This design comes from an exercise in tuning for small area on the open sky130 flow, not from production work.
Only simulation tests tie the RTL to the original design; equivalence was not proved.
The clock port is modelled as an ideal driver; clocking choices that lean on that would not hold on a real chip.
No activity file was given, so power comes from the tool's default toggle rates.

<file path="flow/run.sh">
#!/bin/bash
# Own layout flow: the standard synthesis and ORFS steps, with
#  - single-size buffers on the ports (buf_1 instead of clkdlybuf4s50_1),
#  - a clock tree of clkbuf_4 cells without dummy loads, where the clock
#    buffers whose loads see too high a slew are upsized to clkbuf_8
#    (flow/fixclk.tcl) before routing.
# Each step's full output goes to a log file of its own in the work folder.
set -euo pipefail
export BUFFER_PORTS_ARGS="-buffer_cell sky130_fd_sc_hd__buf_1"
export CTS_ARGS="-sink_clustering_enable -repair_clock_nets -buf_list sky130_fd_sc_hd__clkbuf_4 -dont_use_dummy_load"
bash standard.sh synth > synth.log 2>&1
bash standard.sh cts > place_cts.log 2>&1
RESULTS="$PWD/orfs/results/$FLOW_PLATFORM/wavelet_transform/base" openroad -no_init -exit flow/fixclk.tcl > fixclk.log 2>&1
bash standard.sh finish > route_finish.log 2>&1
</file>
<file path="flow/fixclk.tcl">
# After CTS: the clock tree is built from clkbuf_4 cells. Upsize to clkbuf_8
# every clock buffer whose loads see a slew above the target, then legalise
# the placement again.
set plat $::env(FLOW_HOME)/platforms/sky130hd
set res $::env(RESULTS)
read_liberty $plat/lib/sky130_fd_sc_hd__tt_025C_1v80.lib
read_db $res/4_cts.odb
read_sdc $res/4_cts.sdc
source $plat/setRC.tcl
set_propagated_clock [all_clocks]

set target 0.105
for {set iter 0} {$iter < 5} {incr iter} {
  estimate_parasitics -placement
  set changed 0
  foreach inst [get_cells *] {
    if {[get_property $inst ref_name] ne "sky130_fd_sc_hd__clkbuf_4"} { continue }
    set out [get_pins -of_objects $inst -filter "direction == output"]
    set worst 0
    foreach p [get_pins -of_objects [get_nets -of_objects $out] -filter "direction == input"] {
      set s [get_property $p slew_max]
      if {$s > $worst} { set worst $s }
    }
    if {$worst > $target} {
      replace_cell $inst [get_lib_cells */sky130_fd_sc_hd__clkbuf_8]
      puts "upsized [get_full_name $inst]: load slew [format %.3f $worst] ns"
      set changed 1
    }
  }
  if {!$changed} { break }
}
detailed_placement
check_placement -verbose
estimate_parasitics -placement
set worst 0
foreach p [get_pins -hierarchical */CLK] {
  set s [get_property $p slew_max]
  if {$s > $worst} { set worst $s }
}
puts "worst flip-flop clock pin slew after fix: [format %.3f $worst] ns"
report_checks -path_delay min_max -format end
write_db $res/4_cts.odb
</file>
<file path="standard.sh">
#!/bin/bash
# synth_recipe.tcl (not shown) runs the flow's synth.tcl, then flattens the netlist and writes it again
# the make line also repeats each setting of config.mk as NAME=value (left out here)
make -C /OpenROAD-flow-scripts/flow DESIGN_CONFIG=/design/flow/config.mk WORK_HOME=/design/flow/orfs CLKGATE_MAP_FILE= SYNTH_SCRIPT=/design/flow/synth_recipe.tcl "${@:-finish}"
</file>
<file path="config.mk">
export PLATFORM = sky130hd
export DESIGN_NAME = wavelet_transform
export DESIGN_NICKNAME = wavelet_transform
export VERILOG_FILES = /design/flow/design.v
export SDC_FILE = /design/flow/constraint.sdc
export NUM_CORES = 4
export LEC_CHECK = 0
export CAP_MARGIN = 20
export CORE_MARGIN = 2
export CORE_UTILIZATION = 55
export SLEW_MARGIN = 20
</file>
<file path="constraint.sdc">
create_clock -name core_clock -period 6.0 [get_ports {clk}]
set_input_delay 1.2000 -clock core_clock [delete_from_list [all_inputs] [get_ports {clk}]]
set_output_delay 1.2000 -clock core_clock [all_outputs]
set_load 0.01 [all_outputs]
</file>
<file path="design.v">
module wavelet_transform(clk, rst, data_stream, H_out, L_out, addr);
input clk, rst;
output reg [0:7] H_out;
output reg [0:7] L_out;
output reg  [0:7] addr;
input [0:7] data_stream;
wire [2:0] p = addr[5:7];
reg  [7:0] a1, a2;       
reg  [7:0] se, sf, sg1, sg2, sk;
reg  [7:0] ao, af, ag1, ag2, ak;
reg  [7:0] lp1, lpx, lp3;
reg  [7:0] mux_a, mux_b, mux_c, mux_e;
always @* begin
    case (p)
    3'd0: begin mux_a = lpx;         mux_b = data_stream; mux_c = se;  mux_e = ak;  end
    3'd1: begin mux_a = data_stream; mux_b = lpx;         mux_c = sf;  mux_e = ao;  end
    3'd2: begin mux_a = lpx;         mux_b = data_stream; mux_c = se;  mux_e = af;  end
    3'd3: begin mux_a = data_stream; mux_b = lp1;         mux_c = sg2; mux_e = ao;  end
    3'd4: begin mux_a = lpx;         mux_b = data_stream; mux_c = se;  mux_e = ag2; end
    3'd5: begin mux_a = data_stream; mux_b = lpx;         mux_c = sf;  mux_e = ao;  end
    3'd6: begin mux_a = lp3;         mux_b = data_stream; mux_c = se;  mux_e = af;  end
    default: begin mux_a = data_stream; mux_b = L_out;    mux_c = sk;  mux_e = ao;  end
    endcase
end
function [7:0] add8(input [7:0] x, input [7:0] y, input ci);
    integer i;
    reg c;
    begin
        c = ci;
        for (i = 0; i < 8; i = i + 1) begin
            add8[i] = (x[i] ^ y[i]) ^ c;
            c = (x[i] & y[i]) | (c & (x[i] ^ y[i]));
        end
    end
endfunction
wire [7:0] nd1  = ~{1'b0, a1[7:1]};
wire [7:0] sub1 = add8(mux_b, nd1, 1'b1);
wire [7:0] sub2 = add8(mux_c, nd1, 1'b1);
wire [7:0] hq   = {2'b00, H_out[0:5]};
wire [7:0] add1 = add8(a2, hq, 1'b0);
wire [7:0] add2 = add8(mux_e, hq, 1'b0);
always @(posedge clk, negedge rst) begin
    if (!rst) begin
        addr  <= 0;
        H_out <= 0;
        L_out <= 0;
        a1    <= 0;
        a2    <= 0;
    end else begin
        addr  <= addr + 1;
        H_out <= sub2;
        L_out <= add2;
        a1    <= mux_a;
        a2    <= a1;
    end
end
always @(posedge clk, negedge rst) begin
    if (!rst) begin
        se <= 0; sf <= 0; sg1 <= 0; sg2 <= 0; sk <= 0;
        ao <= 0; af <= 0; ag1 <= 0; ag2 <= 0; ak <= 0;
        lp1 <= 0; lpx <= 0; lp3 <= 0;
    end else begin
        if (!p[0]) se <= sub1;
        if (p[1:0] == 2'b01) sf <= sub1;
        if (p == 3'd3) begin sg1 <= sub1; sg2 <= sg1; end
        if (p == 3'd7) sk <= sub1;
        if (p[0]) ao <= add1;
        if (p[1:0] == 2'b10) af <= add1;
        if (p == 3'd4) begin ag1 <= add1; ag2 <= ag1; end
        if (p == 3'd0) ak <= add1;
        if (p == 3'd1) lp1 <= L_out;
        if (p == 3'd1) lpx <= lp1;
        else if (p[1:0] != 2'b11) lpx <= L_out;
        if (p == 3'd3) lp3 <= L_out;
    end
end
endmodule
</file>
==> impl_results.md, run 1 <==
* Antenna violations before repair at 0
* CP Max Fanout at 40
* Reg-to-Reg Start: addr[7]$_DFF_PN0_
* Adder-Cell Fraction of Synth Area at under 10%
* Pin count of the biggest net entering global routing at 79
* # setup viols final at 0
* DR WL/cell at ~19 microns
* Full die area at between 10000 and 15000 sq um
* # rows at 39
* Synth Cell Area at ~6400 sq um
* Crit path arrival time at a little over 5 ns
* Starting Density at a little under three fifths
* CP Launch Point: addr[7]$_DFF_PN0_
* CP Capture Type: flip-flop
* Critical path's top delay family: adder cells
* Slowest-stage cell, CP: fa_1
* Iteration-0 DRC Markers at around 270
* Largest family of logic cells by synthesized area: multiplexers
* Total GRT Usage at about 23%
* Reg2Reg Depth at 14
* Drt drc at 0
* Share of layout cells above drive strength 1 at 23.7%
* RSZ-0062 raised after global routing: no
* Final antenna-violating net count at 0
* Sequential share of the synthesized area at between 50% and 60%
* Crit path launch type: flip-flop
* Maximum clock rate at a little over 0.2 GHz
* Levels on crit path at 14
* Diode count at 0
* Grt ovf at 0
* Mapped Cells at 484
* Worst-path clk slew at around 0.090 ns
* Power per cell area at between 400 and 500 nW/um^2
* Max_slew headroom at approximately 37%
* Die Width at approximately 110 microns
* Synth unique cells at 29
* Top cell by count, worst path: fa_1
* Chip height at ~110 microns
* Total power at roughly 0.0034 W
* Clock buffer depth at 2
* Syn nets at 528
* Leak pwr at between 3 and 4 nW
* H-Tree Depth at 4
* Slew Viols, Final at 0
* Mux share of post-synthesis cell area at 17.0%
* Top FF cell, synth: dfrtp_1
* Yosys top cell by area: dfrtp_1
* Post-DP HPWL at a little under 9 mm
* Number of CTS-inserted buffers at 17
* CP Cell Sequence: buf_4 -> ha_1 -> ha_2 -> buf_4 -> a222oi_1 -> nand2_1 -> fa_1 -> fa_1 -> fa_1 -> fa_1 -> fa_1 -> fa_1 -> xnor2_1 -> a21oi_1
* Synth-to-Final Area Change at 7.12%
* Setup crit end: sk[7]$_DFFE_PN0N_
* XOR/XNOR share of the synthesized area at 1.37%
* Postcts setup bufs at 0
* Clock latency on the worst-skew pair at 0.43 ns
* Post-synthesis async set-or-reset flop share at 100%
* Post_cts resized at 0
* Hold Crit Class: reg -> reg
* Final Hold Fails at 0
* CTS Root Cell: clkbuf_4
* RR Endpoint: sk[7]$_DFFE_PN0N_
* Fin nets at 566
* FF+latch count, synth at roughly 140
* Clock Skew at between 0.03 and 0.04 ns
* Fin Setup TNS at 0 ns
* CORE AREA at ~11000 sq um
* Reg2reg setup slack at approximately 1.2 ns
* Io pins at 34
* WL final at ~13 mm
* Synth area leaders: dfrtp_1 (56%), mux2_2 (15%), fa_1 (6.9%)
* Critical path data required time at ~6.3 ns
* EDFF count, synth at 0
* Tmin final at around 4.8 ns
* Top-count cell post-synth: dfrtp_1
* Gp weighted congestion at approximately 0.79
* Post-synth top area share at between 50% and 60%
* Worst-margin pin slew at around 0.94 ns
* Vias in the first global route at ~4100
* Port Buffers at 33
* Pre-antenna DRT Iters at 8
* Top cells by count, synth: dfrtp_1 (144), mux2_2 (87), nand2_1 (44)
* Delay of the slowest cell on the worst path at approximately 0.42 ns
* First-pass GRT wire length at roughly 22 mm
* CTS tree: done
* Via count at ~3800
* Number of clock sinks at between 100 and 150
* VDD IR max at 289 uV
* Synth Area in Compound Gates at under 10%
* Final Cycle Share at about four fifths
* CP bufs+invs at 2
* Synth warn at 1
* Hold_buf cts at 0
* Max_cap viols at 0
* Syn_area_per_cell at roughly 13 sq um
* Critical path class: reg -> reg
* Synth Area in Simple Gates at 4.53%
* Status: timing/DRC/antenna clean
* Vias per cell at just under 6
final cells by class:
type / instances / area (sq um)
fillers: 938 / 4550
flip-flops and latches: 144 / 3600
multi-input cells: 274 / 2550
repair buffers: 46 / 231
well taps: 143 / 179
clock buffers: 17 / 159
inverters: 39 / 146
worst min path at each step:
stage,slack [ns],cells past startpoint,endpoint,startpoint
floorplan,0.33,0,a2[0]$_DFF_PN0_,a1[0]$_DFF_PN0_
global placement,0.34,0,a2[0]$_DFF_PN0_,a1[0]$_DFF_PN0_
detailed placement,0.35,0,a2[0]$_DFF_PN0_,a1[0]$_DFF_PN0_
CTS,0.37,0,a2[0]$_DFF_PN0_,a1[0]$_DFF_PN0_
global route,0.37,0,a2[5]$_DFF_PN0_,a1[5]$_DFF_PN0_
finish,0.36,0,a2[0]$_DFF_PN0_,a1[0]$_DFF_PN0_
metal layers:
metal | wire length, microns | GRT usage (%) | vias to the layer above
li1 | - | - | 1738
met1 | 5820 | 31.0 | 1973
met2 | 6180 | 35.8 | 101
met3 | 678 | 6.15 | 9
met4 | 95 | 7.56 | 0
met5 | 0 | 0 | -
logic make-up after synthesis:
| family | count (synthesis) |
|---|---|
| compound gates | 65 |
| buf+inv | 66 |
| fa+ha+maj | 34 |
| xor+xnor | 10 |
| mux | 98 |
| flops | 144 |
| simple gates | 67 |
placed cells by master, fill, tap and decap left out, types with 2 or more instances in the layout:
cell type / Yosys / layout
o21ai_0: 12 / 12
xnor2_1: 9 / 9
nand3_1: 3 / 3
a22o_1: 9 / 9
a222oi_1: 21 / 21
fa_1: 22 / 22
dfrtp_1: 144 / 144
nor2b_1: 2 / 2
a22oi_1: 2 / 2
buf_4: 0 / 13
inv_1: 39 / 39
nor2_1: 12 / 12
nand2_1: 44 / 44
mux2i_1: 11 / 11
mux2_2: 87 / 87
ha_1: 12 / 11
a221oi_1: 2 / 2
clkbuf_4: 0 / 12
clkbuf_8: 0 / 6
a21oi_1: 17 / 17
buf_1: 2 / 32
power by group:
| group | switching (W) | internal, W | leakage (nW) |
|---|---|---|---|
| combinational | 0.000601 | 0.000639 | 1.28 |
| clock | 0.000285 | 0.000167 | 0.0912 |
| sequential | 0.000278 | 0.00141 | 1.68 |
| total | 0.00116 | 0.00222 | 3.06 |
stage by stage:
stage | worst slack (ns) | utilization [%] | hold WS, ns | instance area, sq um | std cells
floorplan | 1.18 | - | 0.331 | 6410 | 484
global placement | 1.23 | 58.7 | 0.340 | 6700 | 646
detailed placement | 1.14 | 58.7 | 0.348 | 6700 | 646
CTS | 1.13 | 59.8 | 0.370 | 6830 | 663
global route | 0.879 | 60.2 | 0.373 | 6870 | 663
finish | 1.16 | 60.2 | 0.365 | 6870 | 663
==> inputs of run 2 (changes only) <==
--- a/flow/run.sh
+++ b/flow/run.sh
@@ -5,3 +5,5 @@
 #    buffers whose loads see too high a slew are upsized to clkbuf_8
-#    (flow/fixclk.tcl) before routing.
+#    (flow/fixclk.tcl) before routing,
+#  - timing-driven global placement that does not keep the resizer's buffers
+#    (GPL_KEEP_OVERFLOW=0); repair_design still fixes slew and capacitance.
 # Each step's full output goes to a log file of its own in the work folder.
@@ -9,2 +11,3 @@
 export BUFFER_PORTS_ARGS="-buffer_cell sky130_fd_sc_hd__buf_1"
+export GPL_KEEP_OVERFLOW=0
 export CTS_ARGS="-sink_clustering_enable -repair_clock_nets -buf_list sky130_fd_sc_hd__clkbuf_4 -dont_use_dummy_load"
==> run 2 against run 1 <==
  * Critical path type unchanged
  * Worst setup slack got worse by 0.79 ns
  * Fmax shrank 14%
  * Power is 0.11% lower
  * Highest routed layer unchanged
==> impl_results.md, run 2 <==
* Status: timing/DRC/antenna clean
* Io pins at 34
* Worst hold path startpoint: a1[0]$_DFF_PN0_
* Post-synthesis async set-or-reset flop share at 100%
* Maximum clock rate at about 0.18 GHz
* CP Cell Sequence: inv_1 -> ha_1 -> or2_2 -> a221oi_1 -> ha_1 -> inv_1 -> fa_1 -> fa_1 -> fa_1 -> fa_1 -> fa_1 -> fa_1 -> mux2_2
* Synth Area in Simple Gates at under 10%
* Max_cap viols at 0
* Grt ovf at 0
* Max_slew headroom at between 20% and 30%
* EDFF count, synth at 0
* Pre-antenna DRT Iters at 6
* Vias in the first global route at between 4000 and 5000
* WL met2 at ~6 mm
* Chip height at 112 microns
* Leak pwr at a little over 3 nW
* CP bufs+invs at 2
* Mux share of post-synthesis cell area at around 17%
* Met1 WL at just under 6 mm
* Via count at 3754
* Number of CTS-inserted buffers at 17
* Synth area leaders: dfrtp_1 (56%), mux2_2 (15%), fa_1 (6.9%)
* Placed Area at 6770 sq um
* Clock share of power at between 10% and 20%
* Hold_buf cts at 0
* Drt drc at 0
* WL final at roughly 12 mm
* Iteration-0 DRC Markers at 312
* Yosys top cell by area: dfrtp_1
* # setup viols final at 0
* Top layer in use: met4
* Full die area at roughly 13000 sq um
* Fraction of power consumed by sequential logic at between 50% and 60%
* # rows at 39
* Top cells by count, synth: dfrtp_1 (144), mux2_2 (87), nand2_1 (44)
* Tmin final at between 5 and 6 ns
* Top cell by count, worst path: fa_1
* Share of layout cells above drive strength 1 at 24.1%
* Int Power at 0.00222 W
* Diode count at 0
* Final Cell Area at 6930 sq um
* Reg-to-Reg Start: addr[7]$_DFF_PN0_
* Syn nets at 528
* Worst-margin pin slew at 1.07 ns
* CTS tree: done
* Vias per cell at around 5.7
* Hold Crit Class: reg -> reg
* Clock latency on the worst-skew pair at approximately 0.42 ns
* Pin count of the biggest net entering global routing at 34
* H-Tree Depth at 4
* DR WL/cell at ~19 microns
* Antenna violations before repair at 0
* Final antenna-violating net count at 0
* Crit path launch type: flip-flop
* Post-DP HPWL at approximately 8.9 mm
* Met3 wire length at around 570 microns
* Postcts setup bufs at 0
* Slew Viols, Final at 0
* Dpl cells at between 600 and 700
* Gp weighted congestion at about 0.80
* Commonest non-fill, non-tap cells in the layout: dfrtp_1 (143), mux2_2 (87), nand2_1 (44)
* Critical path data required time at 6.30 ns
* Top-count cell post-synth: dfrtp_1
* Syn_area_per_cell at about 13 sq um
* Worst-path clk slew at ~0.090 ns
* Fin Setup TNS at 0 ns
* CORE AREA at between 10000 and 15000 sq um
* Synth unique cells at 29
* CTS Root Cell: clkbuf_4
* Largest family of logic cells by synthesized area: multiplexers
* Sw frac at between 30 and 40%
* Post-synth top area share at 56.2%
* Die Width at roughly 110 microns
* Synth Area in Compound Gates at approximately 7.6%
* Critical path's top delay family: adder cells
* Clock Skew at between 0.03 and 0.04 ns
* Critical path class: reg -> reg
* Total GRT Usage at between 20% and 30%
* Number of clock sinks at 144
* CP Capture Type: flip-flop
* Slowest-stage cell, CP: dfrtp_2
* CP Max Fanout at 20
* NetSw at between 0.001 and 0.0015 W
* Final Cycle Share at 93.9%
* Fin nets at 560
* Most common cell after layout, fill and taps aside: dfrtp_1
* VDD IR max at between 200 and 300 uV
* Port Buffers at 33
* Starting Density at 56.2%
* Synth-to-Final Area Change at 8.04%
* Final Hold Fails at 0
* CP Launch Point: addr[7]$_DFF_PN0_
* Top FF cell, synth: dfrtp_1
* Clock buffer depth at 2
* Power per cell area at between 400 and 500 nW/um^2
* Filler cell count at between 900 and 1000
* Logic pwr share at a little under two fifths
* First-pass GRT wire length at about 21 mm
* Delay of the slowest cell on the worst path at around 0.71 ns
* Synth warn at 1
* Non-Filler Instances at 657
* FF+latch count, synth at about 140
* Sequential share of the synthesized area at 56.2%
* Adder-Cell Fraction of Synth Area at 9.21%
* XOR/XNOR share of the synthesized area at 1.37%
* RSZ-0062 raised after global routing: no
* Crit path arrival time at 5.93 ns
* Synth Cell Area at between 6000 and 7000 sq um
* Mapped Cells at roughly 480
-- run 2: cell counts after synthesis --
Identical to the previous run, type by type.
-- run 2: what timing repair did --
item	in CTS	in global routing
pin swaps	0	0
endpoints found under the hold margin	0	0
setup endpoints to repair	8	8
gates resized for setup	1	3
-- run 2: worst paths after layout --
path / cells past startpoint / slack (ns) / to
hold reg to reg: 0 / 0.36 / a2[0]$_DFF_PN0_
hold / removal: 0 / 0.36 / a2[0]$_DFF_PN0_
min in group asynchronous: 1 / 0.70 / L_out[6]$_DFF_PN0_
setup / recovery: 13 / 0.37 / sk[6]$_DFFE_PN0N_
setup reg to reg: 13 / 0.37 / sk[6]$_DFFE_PN0N_
max in group asynchronous: 4 / 4.43 / lpx[3]$_DFFE_PN0P_
-- run 2: worst register-to-register path, cell delays in order, from the launching register on --
cell and delay, ns:
dfrtp_2 0.71, inv_1 0.33, ha_1 0.54, or2_2 0.58
a221oi_1 0.39, ha_1 0.22, inv_1 0.05, fa_1 0.37
fa_1 0.39, fa_1 0.38, fa_1 0.39, fa_1 0.40
fa_1 0.49, mux2_2 0.29
-- run 2: logic make-up (layout without fill, tap and decap cells) --
kind of cell | after synthesis | in the layout
AOI/OAI and AO/OA | 65 | 65
xor gates and xnor gates | 10 | 10
adders and majority gates | 34 | 34
buffers and inverters | 66 | 96
DFF | 144 | 144
muxes | 98 | 98
and+or+nand+nor | 67 | 67
-- run 2: metal layers --
layer  vias to the layer above  GRT usage (%)
met5                         -              0
met3                         8           5.33
met4                         0           7.15
met1                      1917           30.7
met2                        92           35.6
li1                       1737              -
-- run 2: area by class of cell --
| cell class | count | area, sq um | share of cell area, % |
|---|---|---|---|
| inverter | 39 | 146 | 2.11 |
| timing repair buffer | 40 | 283 | 4.08 |
| multi-input combinational | 274 | 2560 | 37.0 |
| tap | 143 | 179 | 2.58 |
| clock buffer | 17 | 153 | 2.20 |
| sequential | 144 | 3600 | 52.0 |
-- run 2: power by group through the flow --
stage / Sequential, W / Clock, W / Combinational, W
after floorplan: 0.00163 / 0 / 0.000902
after global placement: 0.00170 / 0 / 0.00123
after detailed placement: 0.00171 / 0 / 0.00128
after CTS: 0.00169 / 0.000425 / 0.00129
after global routing: 0.00175 / 0.000497 / 0.00143
final: 0.00169 / 0.000438 / 0.00125
-- run 2: per-stage QoR --
stage	util, %	hold WS (ns)	power, W	worst slack [ns]
CTS	60.4	0.360	0.00340	0.0927
global placement	57.8	0.336	0.00293	-2.71
detailed placement	59.3	0.339	0.00299	-0.279
floorplan	-	0.331	0.00253	1.18
global route	60.7	0.366	0.00367	0.0364
finish	60.7	0.358	0.00338	0.367
==> inputs of run 3 (changes only) <==
==> design.v (replaced) <==
module wavelet_transform(clk, rst, data_stream, H_out, L_out, addr);
input clk, rst;
output reg [0:7] H_out;
output reg [0:7] L_out;
output reg  [0:7] addr;
input [0:7] data_stream;
wire [2:0] p = addr[5:7];
reg  [7:0] a1, a2;       
reg  [7:0] se, sf, sg1, sg2, sk;
reg  [7:0] ao, af, ag1, ag2, ak;
reg  [7:0] c1, c2, c3, lr;
reg  warm;
wire early = !warm && !addr[4];
wire ph0 = (p == 3'd0), ph1 = (p == 3'd1), ph2 = (p == 3'd2), ph3 = (p == 3'd3);
wire ph4 = (p == 3'd4), ph5 = (p == 3'd5), ph6 = (p == 3'd6), ph7 = (p == 3'd7);
wire [7:0] mux_a, mux_b, mux_c, mux_e;
wt_mux4 u_mux_a (.d0(data_stream), .s0(p[0]),
                 .d1(c2),  .s1(ph0 & !early | ph4),
                 .d2(lr),  .s2(ph2 & !early),
                 .d3(c3),  .s3(ph6), .y(mux_a));
wt_mux4 u_mux_b (.d0(data_stream), .s0(!p[0]),
                 .d1(c1),  .s1(ph1 | ph5),
                 .d2(c2),  .s2(ph3),
                 .d3(L_out), .s3(ph7), .y(mux_b));
wt_mux4 u_mux_c (.d0(se),  .s0(!p[0] & !(ph0 & early)),
                 .d1(sf),  .s1(ph1 & !early | ph5),
                 .d2(sg2), .s2(ph3 & warm),
                 .d3(sk),  .s3(ph7 & !early), .y(mux_c));
wt_mux4 u_mux_e (.d0(ao),  .s0(p[0] & !(ph1 & early)),
                 .d1(af),  .s1(ph2 & !early | ph6),
                 .d2(ag2), .s2(ph4 & warm),
                 .d3(ak),  .s3(ph0 & warm), .y(mux_e));
function [7:0] add8(input [7:0] x, input [7:0] y, input ci);
    integer i;
    reg c;
    begin
        c = ci;
        for (i = 0; i < 8; i = i + 1) begin
            add8[i] = (x[i] ^ y[i]) ^ c;
            c = (x[i] & y[i]) | (c & (x[i] ^ y[i]));
        end
    end
endfunction
wire [7:0] nd1  = ~{1'b0, a1[7:1]};
wire [7:0] sub1 = add8(mux_b, nd1, 1'b1);
wire [7:0] sub2 = add8(mux_c, nd1, 1'b1);
wire [7:0] hq   = {2'b00, H_out[0:5]};
wire [7:0] add1 = add8(a2, hq, 1'b0);
wire [7:0] add2 = add8(mux_e, hq, 1'b0);
always @(posedge clk, negedge rst) begin
    if (!rst) begin
        addr  <= 0;
        H_out <= 0;
        L_out <= 0;
        a1    <= 0;
    end else begin
        addr  <= addr + 1;
        H_out <= sub2;
        L_out <= add2;
        a1    <= mux_a;
    end
end
always @(posedge clk, negedge rst) begin
    if (!rst)
        warm <= 1'b0;
    else if (addr[4:7] == 4'hf)
        warm <= 1'b1;
end
always @(posedge clk) begin
    a2 <= a1;
    if (!p[0]) se <= sub1;
    if (p[1:0] == 2'b01) sf <= sub1;
    if (p == 3'd3) begin sg1 <= sub1; sg2 <= sg1; end
    if (p == 3'd7) sk <= sub1;
    if (p[0]) ao <= add1;
    if (p[1:0] == 2'b10) af <= add1;
    if (p == 3'd4) begin ag1 <= add1; ag2 <= ag1; end
    if (p == 3'd0) ak <= add1;
    c1 <= L_out;
    c2 <= c1;
    c3 <= c2;
    if (p == 3'd3) lr <= c2;
end
endmodule
module wt_mux4(d0, d1, d2, d3, s0, s1, s2, s3, y);
input  [7:0] d0, d1, d2, d3;
input        s0, s1, s2, s3;
output [7:0] y;
assign y = ({8{s0}} & d0) | ({8{s1}} & d1) | ({8{s2}} & d2) | ({8{s3}} & d3);
endmodule
==> run 3 against run 2 <==
  * Synthesized cell count is 27% lower
  * Critical path depth is 2 lower
  * Die area is 9.8% lower
  * Power is 40% lower
  * Still clean
  * Register-to-register slack hardly changed
  * Sequential power is 21% lower
  * Worst hold slack worse by 0.0031 ns
  * Global-route usage is 1.0 points lower
  * Critical path type unchanged
  * Core utilization is 0.25 points higher
  * Area after synthesis is 10% lower
  * Count of clock-buffer cells in the layout stayed put
  * Fmax hardly changed
==> impl_results.md, run 3 <==
* Crit path launch type: flip-flop
* # rows at 37
* Total power at 0.00201 W
* Placed Area at between 6000 and 7000 sq um
* Share of layout cells above drive strength 1 at between 6 and 7%
* RSZ-0062 raised after global routing: no
* Sequential share of the synthesized area at roughly 71%
* Most common cell after layout, fill and taps aside: edfxtp_1
* Maximum clock rate at 0.178 GHz
* Full die area at approximately 11000 sq um
* Vias in the first global route at 3248
* FF+latch count, synth at roughly 150
* Final Hold Fails at 0
* Vias per cell at between 5 and 6
* Fin nets at 439
* # setup viols final at 0
* WL final at ~11 mm
* Final Cell Area at approximately 6200 sq um
* Pre-antenna DRT Iters at 5
* Post-DP HPWL at ~7.2 mm
* Post-synthesis async set-or-reset flop share at 21.6%
* Yosys top cell by area: edfxtp_1
* Clock latency on the worst-skew pair at roughly 0.43 ns
* CTS Root Cell: clkbuf_4
* Number of clock sinks at 153
* EDFF count, synth at ~90
* Port Buffers at 33
* H-Tree Depth at 4
* Crit path arrival time at slightly below 6 ns
* Critical path class: reg -> reg
* Clock buffer depth at 2
* Commonest non-fill, non-tap cells in the layout: edfxtp_1 (88), dfrtp_1 (33), dfxtp_1 (32), buf_1 (32), inv_1 (29)
* Synth Cell Area at ~5800 sq um
* CP Max Fanout at 22
* Slowest-stage cell, CP: clkinv_1
* Hold Crit Class: reg -> reg
* DR WL/cell at between 20 and 25 microns
* Syn_area_per_cell at about 16 sq um
* Pin count of the biggest net entering global routing at 33
* Synth warn at 1
* Synth unique cells at 32
* Iteration-0 DRC Markers at about 160
* Grt ovf at 0
* Clock Skew at between 0.02 and 0.03 ns
* Total GRT Usage at a little over a fifth
* Post_cts resized at 0
* Syn nets at roughly 400
* Top FF cell, synth: edfxtp_1
* Number of CTS-inserted buffers at 17
* Fin Setup TNS at 0 ns
* Critical path data required time at between 6 and 7 ns
* Postcts setup bufs at 0
* Post-synth top area share at a little under half
* Top cells by count, synth: edfxtp_1 (88), dfrtp_1 (33), dfxtp_1 (32)
* CP Cell Sequence: clkinv_1 -> a221oi_1 -> ha_1 -> inv_1 -> fa_1 -> fa_1 -> fa_1 -> fa_1 -> fa_1 -> fa_1 -> xor2_1
* CORE AREA at just over 10000 sq um
* Max_slew headroom at between 30% and 40%
* Final antenna-violating net count at 0
* First-pass GRT wire length at between 15 and 20 mm
* Top cell by count, worst path: fa_1
* Min Hold Slack at about 0.35 ns
* Leak pwr at between 2 and 2.5 nW
* Max_cap viols at 0
* Antenna violations before repair at 0
* Synth-to-Final Area Change at 8.14%
* VDD IR max at 229 uV
* CP Capture Type: flip-flop
* Delay of the slowest cell on the worst path at roughly 0.95 ns
* Power per cell area at around 320 nW/um^2
* Tmin final at ~5.6 ns
* Starting Density at 56.3%
* Die Width at ~110 microns
* Top-count cell post-synth: edfxtp_1
* Diode count at 0
* Worst-path clk slew at around 0.1 ns
* Chip height at around 110 microns
* CTS tree: done
* Io pins at 34
* Gp weighted congestion at just under 0.8
* Status: timing/DRC/antenna clean
* Mapped Cells at about 360
* Synth area leaders: edfxtp_1 (46%), dfrtp_1 (14%), dfxtp_1 (11%)
* Drt drc at 0
* Final Cycle Share at a little over nine tenths
* Worst-margin pin slew at between 0.9 and 1 ns
* Hold_buf cts at 0
* Slew Viols, Final at 0
* Via count at just under 3000
==> run 3: worst max-delay path: cells and delay by family, from the launching register on <==
kind	cells	cell delay, ns
adders and majority gates	7	2.75
buffers and inverters	2	1.00
DFF	1	0.93
AOI/OAI and AO/OA	1	0.50
xor gates and xnor gates	1	0.20
==> run 3: cell type report <==
class                   count  area, sq um
clock buffers              17          178
inverters                  30          113
multi-input cells         158         1490
fillers                   829         4000
flip-flops and latches    153         4110
well taps                 136          170
repair buffers             35          173
==> run 3: path summary, 6_finish.rpt <==
check	from	to	slack, ns	cells past startpoint
worst max register to register	addr[7]$_DFF_PN0_	sf[7]$_DFFE_PN_	0.37	11
max in group asynchronous	rst	H_out[2]$_DFF_PN0_	5.00	2
min in group asynchronous	rst	warm$_DFFE_PN0P_	0.60	1
worst min register to register	c2[4]$_DFF_P_	c3[4]$_DFF_P_	0.35	0
worst max-delay path	addr[7]$_DFF_PN0_	sf[7]$_DFFE_PN_	0.37	11
worst min-delay path	c2[4]$_DFF_P_	c3[4]$_DFF_P_	0.35	0
==> run 3: cells by family after synthesis <==
| family | count (synthesis) | share of synthesized area [%] |
|---|---|---|
| buf+inv | 44 | 3.00 |
| simple gates | 46 | 3.60 |
| xor+xnor | 9 | 1.37 |
| mux | 8 | 1.39 |
| flops | 153 | 71.3 |
| fa+ha+maj | 34 | 10.2 |
| compound gates | 61 | 9.12 |
==> run 3: stage by stage <==
step,worst slack (ns),instances,util (%)
after floorplan,0.693,355,-
after detailed placement,0.284,512,59.2
final,0.369,529,60.9
after global placement,0.0776,510,58.6
after CTS,0.267,529,60.4
after global routing,0.00844,529,60.9
==> run 3: power breakdown <==
part           leakage [nW]  switching (W)  total, W  internal [W]
Combinational         0.773       0.000114  0.000192     0.0000775
Sequential             1.47      0.0000699   0.00134       0.00127
Clock                0.0989       0.000297  0.000485      0.000188
Total                  2.34       0.000481   0.00201       0.00153
==> run 3: metal layers <==
| metal | routed length, microns | up-vias | global-route usage [%] |
|---|---|---|---|
| met5 | 0 | - | 0 |
| met2 | 5000 | 84 | 32.2 |
| li1 | - | 1368 | - |
| met4 | 182 | 0 | 8.55 |
| met3 | 590 | 17 | 6.38 |
| met1 | 4840 | 1514 | 29.1 |
==> inputs of run 4 (changes only) <==
==> flow/run.sh (replaced) <==
#!/bin/bash
# Own layout flow: the standard synthesis and ORFS steps, with
#  - single-size buffers on the ports (buf_1 instead of clkdlybuf4s50_1),
#  - timing-driven global placement that does not keep the resizer's buffers
#    (GPL_KEEP_OVERFLOW=0); repair_design still fixes slew and capacitance,
#  - a clock tree without dummy loads, whose buffers flow/postcts.tcl then
#    sizes to the smallest that keep the clock-pin slew at or under 110 ps,
#    and which also downsizes repair_design's slew buffers (see its header).
# Each step's full output goes to a log file of its own in the work folder.
set -euo pipefail
export BUFFER_PORTS_ARGS="-buffer_cell sky130_fd_sc_hd__buf_1"
export GPL_KEEP_OVERFLOW=0
export CTS_ARGS="-sink_clustering_enable -repair_clock_nets -buf_list sky130_fd_sc_hd__clkbuf_4 -dont_use_dummy_load"
bash standard.sh synth > synth.log 2>&1
bash standard.sh cts > place_cts.log 2>&1
RESULTS="$PWD/orfs/results/$FLOW_PLATFORM/wavelet_transform/base" openroad -no_init -exit flow/postcts.tcl > postcts.log 2>&1
bash standard.sh finish > route_finish.log 2>&1
==> flow/postcts.tcl (new file) <==
# Runs between ORFS's cts and global-route steps, on 4_cts.odb:
#  1. Sizes the clock buffers: each buffer that drives flip-flops starts as
#     clkbuf_2 and is upsized (clkbuf_2 -> 4 -> 8 -> 16) until the clock pins
#     it drives see a slew of at most 110 ps; the buffers above them until
#     their loads see at most 250 ps.
#  2. Downsizes each buffer that repair_design inserted for slew (load_slew*)
#     to the smallest buf_N that leaves no max-slew or max-capacitance
#     violation and no worse setup slack.
#  3. Legalises the placement again and writes 4_cts.odb back.
set plat $::env(FLOW_HOME)/platforms/sky130hd
set res $::env(RESULTS)
read_liberty $plat/lib/sky130_fd_sc_hd__tt_025C_1v80.lib
read_db $res/4_cts.odb
read_sdc $res/4_cts.sdc
source $plat/setRC.tcl
set_propagated_clock [all_clocks]
estimate_parasitics -placement
puts "before: setup slack [sta::worst_slack_cmd max], area [rsz::design_area]"

proc load_slew {inst} {
  set out [get_pins -of_objects $inst -filter "direction == output"]
  set worst 0
  foreach p [get_pins -of_objects [get_nets -of_objects $out] -filter "direction == input"] {
    set s [get_property $p slew_max]
    if {$s > $worst} { set worst $s }
  }
  return $worst
}
proc drives_ff {inst} {
  set out [get_pins -of_objects $inst -filter "direction == output"]
  foreach p [get_pins -of_objects [get_nets -of_objects $out] -filter "direction == input"] {
    if {[get_property $p name] eq "CLK"} { return 1 }
  }
  return 0
}

# 1. clock buffers
set next [dict create sky130_fd_sc_hd__clkbuf_2 sky130_fd_sc_hd__clkbuf_4 \
  sky130_fd_sc_hd__clkbuf_4 sky130_fd_sc_hd__clkbuf_8 \
  sky130_fd_sc_hd__clkbuf_8 sky130_fd_sc_hd__clkbuf_16]
set clkbufs [get_cells clkbuf*]
foreach inst $clkbufs {
  if {[drives_ff $inst]} { replace_cell $inst [get_lib_cells */sky130_fd_sc_hd__clkbuf_2] }
}
for {set iter 0} {$iter < 8} {incr iter} {
  estimate_parasitics -placement
  set changed 0
  foreach inst $clkbufs {
    set m [get_property $inst ref_name]
    if {![dict exists $next $m]} { continue }
    set t [expr {[drives_ff $inst] ? 0.110 : 0.250}]
    if {[load_slew $inst] > $t} {
      replace_cell $inst [get_lib_cells */[dict get $next $m]]
      set changed 1
    }
  }
  if {!$changed} { break }
}
foreach inst $clkbufs { puts "clock buffer [get_full_name $inst]: [get_property $inst ref_name]" }

# 2. slew buffers
proc net_slew {inst} {
  set out [get_pins -of_objects $inst -filter "direction == output"]
  set worst 0
  foreach p [get_pins -of_objects [get_nets -of_objects $out]] {
    set s [get_property $p slew_max]
    if {$s > $worst} { set worst $s }
  }
  return $worst
}
estimate_parasitics -placement
foreach inst [get_cells -quiet load_slew*] {
  set orig [get_property $inst ref_name]
  set wns0 [sta::worst_slack_cmd max]
  foreach size {1 2 4 6 8 12} {
    set m sky130_fd_sc_hd__buf_$size
    if {$m eq $orig} { break }
    replace_cell $inst [get_lib_cells */$m]
    estimate_parasitics -placement
    if {[sta::max_slew_violation_count] == 0 && [sta::max_capacitance_violation_count] == 0
        && [net_slew $inst] < 1.0 && [sta::worst_slack_cmd max] >= $wns0 - 1e-13} {
      puts "[get_full_name $inst]: $orig -> $m"
      break
    }
    replace_cell $inst [get_lib_cells */$orig]
    estimate_parasitics -placement
  }
}

# 3. legalise and write back
detailed_placement
check_placement -verbose
estimate_parasitics -placement
set worst 0
foreach p [get_pins -hierarchical */CLK] {
  set s [get_property $p slew_max]
  if {$s > $worst} { set worst $s }
}
puts "after: setup slack [sta::worst_slack_cmd max], area [rsz::design_area], worst flip-flop clock pin slew [format %.3f $worst] ns"
puts "max slew violations [sta::max_slew_violation_count], max cap violations [sta::max_capacitance_violation_count]"
write_db $res/4_cts.odb
removed: flow/fixclk.tcl
==> run 4 against run 3 <==
  * Count of clock-buffer cells in the layout did not move
  * Still clean
  * Highest routed layer unchanged
  * Clock power fell by 7.2%
  * Combinational power barely moved
  * Clock skew rose by 0.0018 ns
  * Register-to-register slack improved by 0.05 ns
==> impl_results.md, run 4 <==
* CP Cell Sequence: inv_1 -> ha_2 -> buf_2 -> a22o_1 -> a221oi_1 -> ha_1 -> inv_1 -> fa_1 -> fa_1 -> fa_1 -> fa_1 -> fa_1 -> fa_1 -> xor2_1
* Reg2Reg Depth at 14
* Fin nets at between 400 and 500
* Maximum clock rate at roughly 0.18 GHz
* Diode count at 0
* Final Cycle Share at ~93%
* Tmin final at roughly 5.6 ns
* Vias in the first global route at 3250
* Mapped Cells at roughly 360
* Commonest non-fill, non-tap cells in the layout: edfxtp_1 (88), dfrtp_1 (32), dfxtp_1 (32), buf_1 (32), inv_1 (29)
* RSZ-0062 raised after global routing: no
* Post-synthesis async set-or-reset flop share at 21.6%
* Top cell by count, worst path: fa_1
* H-Tree Depth at 4
* Post-DP HPWL at a little over 7 mm
* Antenna violations before repair at 0
* Reg-to-Reg Start: addr[5]$_DFF_PN0_
* Yosys top cell by area: edfxtp_1
* Number of clock sinks at 153
* Area of the multi-input gates at between 1000 and 1500 sq um
* First-pass GRT wire length at approximately 17 mm
* Syn_area_per_cell at ~16 sq um
* Fin Setup TNS at 0 ns
* RR Endpoint: sf[7]$_DFFE_PN_
* Starting Density at roughly 56%
* Total GRT Usage at 21.3%
* Drt drc at 0
* Critical path data required time at ~6.1 ns
* Top cells by count, synth: edfxtp_1 (88), dfrtp_1 (33), dfxtp_1 (32)
* Post-place setup slack at approximately 0.28 ns
* Filler cell count at 835
* Critical path's top delay family: adder cells
* Port Buffers at 33
* Delay of the slowest cell on the worst path at around 0.9 ns
* Io pins at 34
* Hold Path Depth at 0
* Clock latency on the worst-skew pair at 0.42 ns
* Synth warn at 1
* EDFF count, synth at 88
* Crit path arrival time at between 5 and 6 ns
* Final antenna-violating net count at 0
* FF+latch count, synth at 153
* # rows at 37
* Clock buffer depth at 2
* Hold Path End: a2[0]$_DFF_P_
* Gp weighted congestion at between 0.7 and 0.8
* Sequential share of the synthesized area at a little under three quarters
* Vias per cell at about 5.6
* Leak pwr at about 2.3 nW
* Die Width at between 100 and 150 microns
* Grt ovf at 0
* Via count at 2961
* CP Max Fanout at 24
* Slowest-stage cell, CP: dfrtp_1
* Reg2reg setup slack at about 0.41 ns
* Worst-path clk slew at roughly 0.090 ns
* CP bufs+invs at 3
* Top-count cell post-synth: edfxtp_1
* DR WL/cell at about 20 microns
* CP Capture Type: flip-flop
* CORE AREA at 10200 sq um
* Full die area at around 11000 sq um
* CTS tree: done
* Max_cap viols at 0
* Setup ws final at 0.415 ns
* Status: timing/DRC/antenna clean
* Register area at 4110 sq um
* # setup viols final at 0
* Critical path class: reg -> reg
* Synth-to-Final Area Change at 7.08%
* Hold Crit Class: reg -> reg
* Synth unique cells at 32
* CTS Root Cell: clkbuf_4
* Chip height at 106 microns
* Synth area leaders: edfxtp_1 (46%), dfrtp_1 (14%), dfxtp_1 (11%)
* Crit path launch type: flip-flop
* Syn nets at 399
* Final Hold Fails at 0
* Share of layout cells above drive strength 1 at between 6 and 7%
* Post-synth top area share at a little under half
* Power per cell area at ~320 nW/um^2
* Worst hold path startpoint: a1[0]$_DFF_PN0_
* Synth Cell Area at a little under 6000 sq um
* Top FF cell, synth: edfxtp_1
* Number of CTS-inserted buffers at 17
* Iteration-0 DRC Markers at roughly 170
* WL final at between 10 and 15 mm
* Most common cell after layout, fill and taps aside: edfxtp_1
* VDD IR max at roughly 230 uV
* Slew Viols, Final at 0
* Pin count of the biggest net entering global routing at 33
* Worst-margin pin slew at ~0.93 ns
* Clock Skew at around 0.031 ns
* Pre-antenna DRT Iters at 5
* Max_slew headroom at roughly two fifths
run 4: cell counts after synthesis:
No cell type changed its count.
run 4: metrics by stage:
step	hold slack [ns]	power, W	cells	cell area, sq um	util, %
floorplan	0.324	0.00146	355	5760	-
global placement	0.333	0.00155	510	6000	58.6
detailed placement	0.333	0.00156	512	6050	59.2
CTS	0.356	0.00197	529	6180	60.4
global route	0.365	0.00208	529	6170	60.3
finish	0.357	0.00198	529	6170	60.3
run 4: where the power goes:
part           switching, W  internal (W)  total [W]
clock              0.000290      0.000160   0.000450
combinational      0.000114     0.0000764   0.000190
sequential        0.0000698       0.00127    0.00134
run 4: timing repair:
| action | CTS | global route |
|---|---|---|
| gates resized for setup | 0 | 2 |
| endpoints found under the setup margin | 0 | 7 |
| hold buffers | 0 | 0 |
| setup buffers | 0 | 0 |
run 4: cells by family (layout without fill, tap and decap cells):
family,Yosys count,in the layout,synth area share (%)
buf+inv,44,82,3.00
flops,153,153,71.3
compound gates,61,61,9.12
xor+xnor,9,9,1.37
fa+ha+maj,34,34,10.2
simple gates,46,46,3.60
mux,8,8,1.39
run 4: worst max path at each step:
| stage | start | end | slack, ns | cells past startpoint |
|---|---|---|---|---|
| 2_1_floorplan | addr[7]$_DFF_PN0_ | se[7]$_DFFE_PN_ | 0.69 | 15 |
| 3_3_place_gp | addr[7]$_DFF_PN0_ | sg1[7]$_DFFE_PN_ | 0.08 | 13 |
| 3_5_place_dp | addr[7]$_DFF_PN0_ | L_out[0]$_DFF_PN0_ | 0.28 | 14 |
| 4_1_cts | addr[7]$_DFF_PN0_ | L_out[0]$_DFF_PN0_ | 0.27 | 14 |
| 5_1_grt | addr[5]$_DFF_PN0_ | se[7]$_DFFE_PN_ | 0.07 | 14 |
| 6_report | addr[5]$_DFF_PN0_ | sf[7]$_DFFE_PN_ | 0.41 | 14 |
run 4: cell type report:
type                    count  area share (%)
inverters                  30            1.89
flip-flops and latches    153            66.6
well taps                 136            2.76
multi-input cells         158            24.1
clock buffers              17            2.47
repair buffers             35            2.19
run 4: metal layers:
metal / wire length, microns / GRT usage [%] / share of wire (%)
met3: 655 / 5.64 / 6.2
met4: 68 / 9.96 / 0.64
met2: 5030 / 32.1 / 48
met5: 0 / 0 / 0
met1: 4820 / 29.1 / 46
==> inputs of run 5 (changes only) <==
--- a/flow/run.sh
+++ b/flow/run.sh
@@ -5,6 +5,2 @@
 #    (GPL_KEEP_OVERFLOW=0); repair_design still fixes slew and capacitance,
-#  - a clock tree without dummy loads, whose buffers flow/postcts.tcl then
-#    sizes to the smallest that keep the clock-pin slew at or under 110 ps,
-#    and which also downsizes repair_design's slew buffers (see its header).
-# Each step's full output goes to a log file of its own in the work folder.
 set -euo pipefail
--- a/flow/postcts.tcl
+++ b/flow/postcts.tcl
@@ -8,3 +8,7 @@
 #     violation and no worse setup slack.
-#  3. Legalises the placement again and writes 4_cts.odb back.
+#  3. Downsizes every other cell with a drive strength above 1 (but not the
+#     clock and port buffers) to the smallest variant of the same cell that
+#     leaves no max-slew or max-capacitance violation and no worse setup
+#     slack.
+#  4. Legalises the placement again and writes 4_cts.odb back.
 set plat $::env(FLOW_HOME)/platforms/sky130hd
@@ -89,3 +93,27 @@
 
-# 3. legalise and write back
+# 3. other cells
+foreach inst [get_cells *] {
+  set name [get_full_name $inst]
+  if {[string match clkbuf* $name] || [string match input* $name] || [string match output* $name]} { continue }
+  set orig [get_property $inst ref_name]
+  if {![regexp {^(sky130_fd_sc_hd__.*)_(\d+)$} $orig -> base drive]} { continue }
+  if {$drive <= 1} { continue }
+  set wns0 [sta::worst_slack_cmd max]
+  foreach d {0 1 2 4} {
+    if {$d >= $drive} { break }
+    set m ${base}_$d
+    if {[llength [get_lib_cells -quiet */$m]] == 0} { continue }
+    replace_cell $inst [get_lib_cells */$m]
+    estimate_parasitics -placement
+    if {[sta::max_slew_violation_count] == 0 && [sta::max_capacitance_violation_count] == 0
+        && [sta::worst_slack_cmd max] >= $wns0 - 1e-13} {
+      puts "$name: $orig -> $m"
+      break
+    }
+    replace_cell $inst [get_lib_cells */$orig]
+    estimate_parasitics -placement
+  }
+}
+
+# 4. legalise and write back
 detailed_placement
==> run 5 against run 4 <==
  * Power about the same
  * Worst hold slack about the same
  * Final cell count unchanged
  * Area after synthesis unchanged
  * Die area unchanged
  * Sequential cell count unchanged
  * Critical endpoint unchanged
  * Core utilization decreased by 0.23 points
  * Synthesized cell count unchanged
  * Design area decreased by 0.39%
  * Clock skew about the same
==> impl_results.md, run 5 <==
* Status: timing/DRC/antenna clean
* CP Max Fanout at 24
* CP Launch Point: addr[5]$_DFF_PN0_
* CTS Root Cell: clkbuf_4
* Clock buffer depth at 2
* Critical path's top delay family: adder cells
* CP Cell Sequence: inv_1 -> ha_2 -> buf_2 -> a22o_1 -> a221oi_1 -> ha_1 -> inv_1 -> fa_1 -> fa_1 -> fa_1 -> fa_1 -> fa_1 -> fa_1 -> xor2_1
* Critical path data required time at ~6.2 ns
* Syn_area_per_cell at between 15 and 20 sq um
* Synth unique cells at 32
* Syn nets at 399
* Hold Path Depth at 0
* Number of clock sinks at about 150
* Commonest non-fill, non-tap cells in the layout: edfxtp_1 (88), dfrtp_1 (32), dfxtp_1 (32), buf_1 (32), inv_1 (29)
* CORE AREA at ~10000 sq um
* Non-Filler Instances at between 500 and 600
* Grt ovf at 0
* Reg2reg setup slack at ~0.46 ns
* Post-synth top area share at a little under half
* Filler cell count at between 800 and 900
* Synth-to-Final Area Change at 6.66%
* Total GRT Usage at between 20% and 30%
* Sequential share of the synthesized area at between 70% and 80%
* Vias in the first global route at around 3200
* CP bufs+invs at 3
* Final antenna-violating net count at 0
* Most common cell after layout, fill and taps aside: edfxtp_1
* DR WL/cell at roughly 20 microns
* Clock latency on the worst-skew pair at approximately 0.43 ns
* Via count at 3000
* Max_cap viols at 0
* Clock Skew at 0.0312 ns
* Final Hold Fails at 0
* WL final at approximately 11 mm
* CTS tree: done
* # setup viols final at 0
* Port Buffers at 33
* Number of CTS-inserted buffers at 17
* First-pass GRT wire length at between 15 and 20 mm
* Yosys top cell by area: edfxtp_1
* Post-synthesis async set-or-reset flop share at a little over a fifth
* RSZ-0062 raised after global routing: no
* Synth warn at 1
* Final Cycle Share at between 90 and 100%
* Tmin final at between 5 and 6 ns
* Share of layout cells above drive strength 1 at ~6.1%
* Leak pwr at 2.32 nW
* Fin Setup TNS at 0 ns
* CP Capture Type: flip-flop
* Power per cell area at roughly 320 nW/um^2
* Post-DP HPWL at a little over 7 mm
* Slowest-stage cell, CP: dfrtp_1
* VDD IR max at 227 uV
* Synth Cell Area at 5760 sq um
* Worst-path clk slew at approximately 0.09 ns
* Top-count cell post-synth: edfxtp_1
* Antenna violations before repair at 0
* # rows at 37
* Worst-margin pin slew at just over 0.9 ns
* Drt drc at 0
* Diode count at 0
* Die Width at about 110 microns
* Gp weighted congestion at 0.790
* Dpl cells at between 500 and 600
* Maximum clock rate at between 0.15 and 0.2 GHz
* Postcts setup bufs at 0
* FF+latch count, synth at ~150
* Io pins at 34
* Worst hold path startpoint: a1[0]$_DFF_PN0_
* Reg-to-Reg Start: addr[5]$_DFF_PN0_
* Top FF cell, synth: edfxtp_1
* H-Tree Depth at 4
* Iteration-0 DRC Markers at around 140
* Chip height at 106 microns
* Mapped Cells at roughly 360
* Reg2Reg Depth at 14
* Fin nets at roughly 440
* Vias per cell at roughly 5.7
* Starting Density at 56.3%
* Hold Crit Class: reg -> reg
* Max_slew headroom at between 30% and 40%
* Delay of the slowest cell on the worst path at 0.87 ns
* Hold Path End: a2[0]$_DFF_P_
* Critical path class: reg -> reg
* Pre-antenna DRT Iters at 5
* Top cells by count, synth: edfxtp_1 (88), dfrtp_1 (33), dfxtp_1 (32)
* Synth area leaders: edfxtp_1 (46%), dfrtp_1 (14%), dfxtp_1 (11%)
* Slew Viols, Final at 0
* EDFF count, synth at 88
* Top cell by count, worst path: fa_1
* Full die area at 11300 sq um
* Crit path arrival time at 5.70 ns
* RR Endpoint: sf[7]$_DFFE_PN_
* Pin count of the biggest net entering global routing at 33
* Crit path launch type: flip-flop
## run 5: changes by cell type in the layout (fill, tap and decap cells not counted)
cell      before  now
a221oi_1       8   10
a221oi_2       2    0
nor3_1         0    1
nor3_4         1    0
## run 5: per-stage QoR
stage	setup WS, ns	instance area [sq um]	power, W	hold slack (ns)	util (%)
floorplan	0.693	5760	0.00146	0.324	-
global placement	0.0776	6000	0.00155	0.333	58.6
detailed placement	0.284	6050	0.00156	0.333	59.2
CTS	0.267	6180	0.00197	0.356	60.4
global route	0.124	6150	0.00208	0.365	60.1
finish	0.456	6150	0.00198	0.357	60.1
## run 5: cells by family (layout without fill, tap and decap cells)
logic type	count (synthesis)	count (layout)	synth area share [%]
AO/OA/AOI/OAI	61	61	9.12
XOR/XNOR	9	9	1.37
buffers and inverters	44	82	3.00
flip-flops	153	153	71.3
multiplexers	8	8	1.39
AND/OR/NAND/NOR	46	46	3.60
adder cells (fa/ha/maj)	34	34	10.2
## run 5: worst max path at each step
stage | slack [ns] | to | cells after the start
final | 0.46 | sf[7]$_DFFE_PN_ | 14
after global routing | 0.12 | se[7]$_DFFE_PN_ | 14
after global placement | 0.08 | sg1[7]$_DFFE_PN_ | 13
after CTS | 0.27 | L_out[0]$_DFF_PN0_ | 14
after floorplan | 0.69 | se[7]$_DFFE_PN_ | 15
after detailed placement | 0.28 | L_out[0]$_DFF_PN0_ | 14
## run 5: what timing repair did
item	in CTS	in global routing
setup endpoints to repair	0	7
gates resized for setup	0	2
hold buffers	0	0
hold endpoints to repair	0	0
## run 5: metal layers
| layer | up-vias | track usage [%] | share of wire, % |
|---|---|---|---|
| met5 | - | 0 | 0 |
| met4 | 0 | 9.96 | 1.9 |
| met2 | 90 | 32.2 | 47 |
| met1 | 1521 | 29.1 | 45 |
| met3 | 16 | 5.64 | 5.8 |
| li1 | 1373 | - | - |
## run 5: final cells by class
class / count / area [sq um] / area share, %
Inverter: 30 / 116 / 1.89
Multi-Input combinational cell: 158 / 1460 / 23.8
Timing Repair Buffer: 35 / 135 / 2.20
Sequential cell: 153 / 4110 / 66.8
Clock buffer: 17 / 153 / 2.48
Tap cell: 136 / 170 / 2.77
## run 5: power breakdown
group | leakage (nW) | internal (W) | switching [W] | total [W]
clock network | 0.0886 | 0.000160 | 0.000292 | 0.000453
logic | 0.759 | 0.0000763 | 0.000114 | 0.000190
registers | 1.47 | 0.00127 | 0.0000698 | 0.00134
==> inputs of run 6 (changes only) <==
==> design.v (replaced) <==
module wavelet_transform(clk, rst, data_stream, H_out, L_out, addr);
input clk, rst;
output reg [0:7] H_out;
output reg [0:7] L_out;
output reg  [0:7] addr;
input [0:7] data_stream;
wire [2:0] p = addr[5:7];
reg  [7:0] a1, a2;       
reg  [7:0] se, sf, sg1, sg2, sk;
reg  [7:0] ao, af, ag1, ag2, ak;
reg  [7:0] lp1, lpx, lp3;
reg  [7:0] mux_a, mux_b, mux_c, mux_e;
always @* begin
    case (p)
    3'd0: begin mux_a = lpx;         mux_b = data_stream; mux_c = se;  mux_e = ak;  end
    3'd1: begin mux_a = data_stream; mux_b = lpx;         mux_c = sf;  mux_e = ao;  end
    3'd2: begin mux_a = lpx;         mux_b = data_stream; mux_c = se;  mux_e = af;  end
    3'd3: begin mux_a = data_stream; mux_b = lp1;         mux_c = sg2; mux_e = ao;  end
    3'd4: begin mux_a = lpx;         mux_b = data_stream; mux_c = se;  mux_e = ag2; end
    3'd5: begin mux_a = data_stream; mux_b = lpx;         mux_c = sf;  mux_e = ao;  end
    3'd6: begin mux_a = lp3;         mux_b = data_stream; mux_c = se;  mux_e = af;  end
    default: begin mux_a = data_stream; mux_b = L_out;    mux_c = sk;  mux_e = ao;  end
    endcase
end
function [7:0] add8(input [7:0] x, input [7:0] y, input ci);
    integer i;
    reg c;
    begin
        c = ci;
        for (i = 0; i < 8; i = i + 1) begin
            add8[i] = (x[i] ^ y[i]) ^ c;
            c = (x[i] & y[i]) | (c & (x[i] ^ y[i]));
        end
    end
endfunction
wire [7:0] nd1  = ~{1'b0, a1[7:1]};
wire [7:0] sub1 = add8(mux_b, nd1, 1'b1);
wire [7:0] sub2 = add8(mux_c, nd1, 1'b1);
wire [7:0] hq   = {2'b00, H_out[0:5]};
wire [7:0] add1 = add8(a2, hq, 1'b0);
wire [7:0] add2 = add8(mux_e, hq, 1'b0);
always @(posedge clk, negedge rst) begin
    if (!rst) begin
        addr  <= 0;
        H_out <= 0;
        L_out <= 0;
        a1    <= 0;
        a2    <= 0;
    end else begin
        addr  <= addr + 1;
        H_out <= sub2;
        L_out <= add2;
        a1    <= mux_a;
        a2    <= a1;
    end
end
always @(posedge clk, negedge rst) begin
    if (!rst) begin
        se <= 0; sf <= 0; sg1 <= 0; sg2 <= 0; sk <= 0;
        ao <= 0; af <= 0; ag1 <= 0; ag2 <= 0; ak <= 0;
        lp1 <= 0; lpx <= 0; lp3 <= 0;
    end else begin
        if (!p[0]) se <= sub1;
        if (p[1:0] == 2'b01) sf <= sub1;
        if (p == 3'd3) begin sg1 <= sub1; sg2 <= sg1; end
        if (p == 3'd7) sk <= sub1;
        if (p[0]) ao <= add1;
        if (p[1:0] == 2'b10) af <= add1;
        if (p == 3'd4) begin ag1 <= add1; ag2 <= ag1; end
        if (p == 3'd0) ak <= add1;
        if (p == 3'd1) lp1 <= L_out;
        if (p == 3'd1) lpx <= lp1;
        else if (p[1:0] != 2'b11) lpx <= L_out;
        if (p == 3'd3) lp3 <= L_out;
    end
end
endmodule
==> run 6 against run 5 <==
  * Die area grew 11%
  * Combinational power grew to 6.3 times the previous value
  * Sequential cell count shrank 9
  * Via count grew 26%
  * Sequential power grew 25%
  * Power grew 67%
  * Critical path depth shrank 1
  * Synthesized cell count grew 36%
  * Still clean
  * Sequential share of layout area shrank 14 points
==> impl_results.md, run 6 <==
* Status: timing/DRC/antenna clean
* Final antenna-violating net count at 0
* Share of layout cells above drive strength 1 at approximately an eighth
* Clock share of power at ~13%
* Mapped Cells at 484
* Grt ovf at 0
* Pin count of the biggest net entering global routing at 34
* Mux share of post-synthesis cell area at between 10% and 20%
* Crit path arrival time at 5.92 ns
* Sequential share of the synthesized area at between 50% and 60%
* Fin nets at between 500 and 600
* Number of CTS-inserted buffers at 17
* Die Width at ~110 microns
* # setup viols final at 0
* Crit path launch type: flip-flop
* Vias per cell at 5.75
* Synth-to-Final Area Change at 5.87%
* NetSw at between 0.001 and 0.0015 W
* Hold Crit Class: reg -> reg
* Largest family of logic cells by synthesized area: multiplexers
* Most common cell after layout, fill and taps aside: dfrtp_1
* Power per cell area at slightly below 500 nW/um^2
* Iteration-0 DRC Markers at 350
* WL final at about 13 mm
* FF+latch count, synth at ~140
* Total GRT Usage at ~22%
* EDFF count, synth at 0
* Fraction of power consumed by sequential logic at 51.0%
* Placed Area at roughly 6800 sq um
* Yosys top cell by area: dfrtp_1
* Syn nets at 528
* Number of clock sinks at about 140
* Slowest-stage cell, CP: dfrtp_2
* CP Cell Sequence: inv_1 -> ha_1 -> or2_2 -> a221oi_1 -> ha_1 -> inv_1 -> fa_1 -> fa_1 -> fa_1 -> fa_1 -> fa_1 -> fa_1 -> mux2_1
* Top cell by count, worst path: fa_1
* Synth area leaders: dfrtp_1 (56%), mux2_2 (15%), fa_1 (6.9%)
* Worst-path clk slew at 0.09 ns
* First-pass GRT wire length at between 20 and 25 mm
* Top cells by count, synth: dfrtp_1 (144), mux2_2 (87), nand2_1 (44)
* Maximum clock rate at about 0.18 GHz
* Io pins at 34
* Total power at around 0.0033 W
* Post-DP HPWL at 8.90 mm
* RSZ-0062 raised after global routing: no
* Starting Density at 56.2%
* VDD IR max at 267 uV
* Critical path data required time at roughly 6.3 ns
* Final Hold Fails at 0
* Final Cell Area at a little under 7000 sq um
* Syn_area_per_cell at 13.2 sq um
* Fin Setup TNS at 0 ns
* Synth warn at 1
* Leak pwr at about 3.0 nW
* Post-Route Utilization at approximately three fifths
* Max_slew headroom at between 20% and 30%
* Slew Viols, Final at 0
* Max_cap viols at 0
* Synth Area in Simple Gates at 4.53%
* Post-synth top area share at ~56%
* Vias in the first global route at ~4100
* Pre-antenna DRT Iters at 7
* Top FF cell, synth: dfrtp_1
* CTS tree: done
* Worst-margin pin slew at around 1.1 ns
* DR WL/cell at 19.1 microns
* Critical path class: reg -> reg
* Delay of the slowest cell on the worst path at roughly 0.71 ns
* Chip height at ~110 microns
* XOR/XNOR share of the synthesized area at under 10%
* Synth Area in Compound Gates at around 7.6%
* Post-synthesis async set-or-reset flop share at 100%
* Tmin final at 5.63 ns
* Logic pwr share at 36.4%
* Synth unique cells at 29
* Full die area at 12500 sq um
* Port Buffers at 33
* Diode count at 0
* Clock latency on the worst-skew pair at 0.41 ns
* Final Cycle Share at 93.9%
* CTS Root Cell: clkbuf_4
* Synth Cell Area at between 6000 and 7000 sq um
* Via count at between 3000 and 4000
* Clock buffer depth at 2
* # rows at 39
* Adder-Cell Fraction of Synth Area at around 9.2%
* Int Power at roughly 0.0021 W
* Gp weighted congestion at around 0.8
* CP Max Fanout at 20
* Antenna violations before repair at 0
* Top-count cell post-synth: dfrtp_1
* CORE AREA at between 10000 and 15000 sq um
* H-Tree Depth at 4
* Commonest non-fill, non-tap cells in the layout: dfrtp_1 (143), mux2_1 (57), nand2_1 (45)
* CP Capture Type: flip-flop
* Drt drc at 0
* Clock Skew at 0.0190 ns
* Sw frac at approximately a third
## run 6: final timing paths
check / startpoint / endpoint / slack (ns) / cells after the start
setup / recovery: addr[7]$_DFF_PN0_ / sg1[6]$_DFFE_PN0N_ / 0.37 / 13
hold / removal: a1[0]$_DFF_PN0_ / a2[0]$_DFF_PN0_ / 0.36 / 0
setup reg to reg: addr[7]$_DFF_PN0_ / sg1[6]$_DFFE_PN0N_ / 0.37 / 13
hold reg to reg: a1[0]$_DFF_PN0_ / a2[0]$_DFF_PN0_ / 0.36 / 0
max in group asynchronous: rst / sk[5]$_DFFE_PN0N_ / 3.31 / 4
min in group asynchronous: rst / addr[6]$_DFF_PN0_ / 0.67 / 1
## run 6: layer usage
layer,track usage (%),wire [microns]
met1,30.7,5750
met2,34.9,6020
met3,5.82,636
met4,6.91,117
met5,0,0
## run 6: power by group through the flow
stage / clock, W / sequential, W / combinational [W]
after CTS: 0.000425 / 0.00169 / 0.00129
final: 0.000415 / 0.00168 / 0.00120
after floorplan: 0 / 0.00163 / 0.000902
after global routing: 0.000475 / 0.00174 / 0.00138
after detailed placement: 0 / 0.00171 / 0.00128
after global placement: 0 / 0.00170 / 0.00123
## run 6: kinds of logic after synthesis
logic type | after synthesis
and+or+nand+nor | 67
AOI/OAI and AO/OA | 65
xor gates and xnor gates | 10
buffers and inverters | 66
adders and majority gates | 34
DFF | 144
muxes | 98
## run 6: cell type report
cell class                      count  area (sq um)
Inverter                           39           146
Tap cell                          143           179
Multi-Input combinational cell    274          2550
Sequential cell                   144          3600
Clock buffer                       17           134
Fill cell                         959          4630
Timing Repair Buffer               40           174
## run 6: critical path: cells and delay by family, from the launching register on
| kind | cells | cell delay, ns |
|---|---|---|
| flops | 1 | 0.71 |
| simple gates | 1 | 0.58 |
| compound gates | 1 | 0.37 |
| fa+ha+maj | 8 | 3.16 |
| mux | 1 | 0.30 |
| buf+inv | 2 | 0.37 |
## run 6: per-stage QoR
stage | instances | hold slack [ns] | setup WS (ns)
final | 657 | 0.358 | 0.369
after global routing | 657 | 0.366 | 0.0439
after CTS | 657 | 0.360 | 0.0927
after detailed placement | 640 | 0.339 | -0.279
after global placement | 633 | 0.336 | -2.71
after floorplan | 484 | 0.331 | 1.18
## run 6: timing repair
action	4_1_cts	5_1_grt
setup buffers	0	0
pin swaps	0	0
hold buffers	0	0
endpoints found under the hold margin	0	0
gates resized for setup	1	3
endpoints found under the setup margin	8	8

[afterwards: timing with drivers on the ports]
The flow's constraints put no driver on any port. The routed layouts listed below were extracted and timed again, unchanged, in two steps.
Step 1: set_driving_cell puts a clkbuf_16 on clk and a buf_2 on each other input, an assumption about the parent block.
Step 2 adds t to the input delays and takes it off the output delays; t is the mean of the earliest and latest rising clock arrival at the registers after step 1. Input paths then give back, and output paths get back, about the clock's delay inside the block.
a / b / c = no drivers / after step 1 / after step 2; a / b = the first two.
| run | t, ns | setup WS [ns] | worst hold slack (ns) | worst setup path after step 2 | worst register clock-pin slew, ns |
|---|---|---|---|---|---|
| run 1 | 0.450 | 1.157 / 1.157 / 1.157 | 0.365 / 0.365 / 0.365 | register to register | 0.09 / 0.09 |
| run 2 | 0.434 | 0.367 / 0.367 / 0.367 | 0.358 / 0.358 / 0.358 | register to register | 0.10 / 0.10 |
| run 3 | 0.454 | 0.369 / 0.369 / 0.369 | 0.354 / 0.354 / 0.354 | register to register | 0.10 / 0.10 |
| run 4 | 0.439 | 0.415 / 0.415 / 0.415 | 0.357 / 0.357 / 0.357 | register to register | 0.11 / 0.11 |
| run 5 | 0.447 | 0.456 / 0.456 / 0.456 | 0.357 / 0.357 / 0.357 | register to register | 0.11 / 0.11 |
| run 6 | 0.432 | 0.369 / 0.369 / 0.369 | 0.358 / 0.358 / 0.358 | register to register | 0.10 / 0.10 |
After both steps every run listed still meets setup and hold.
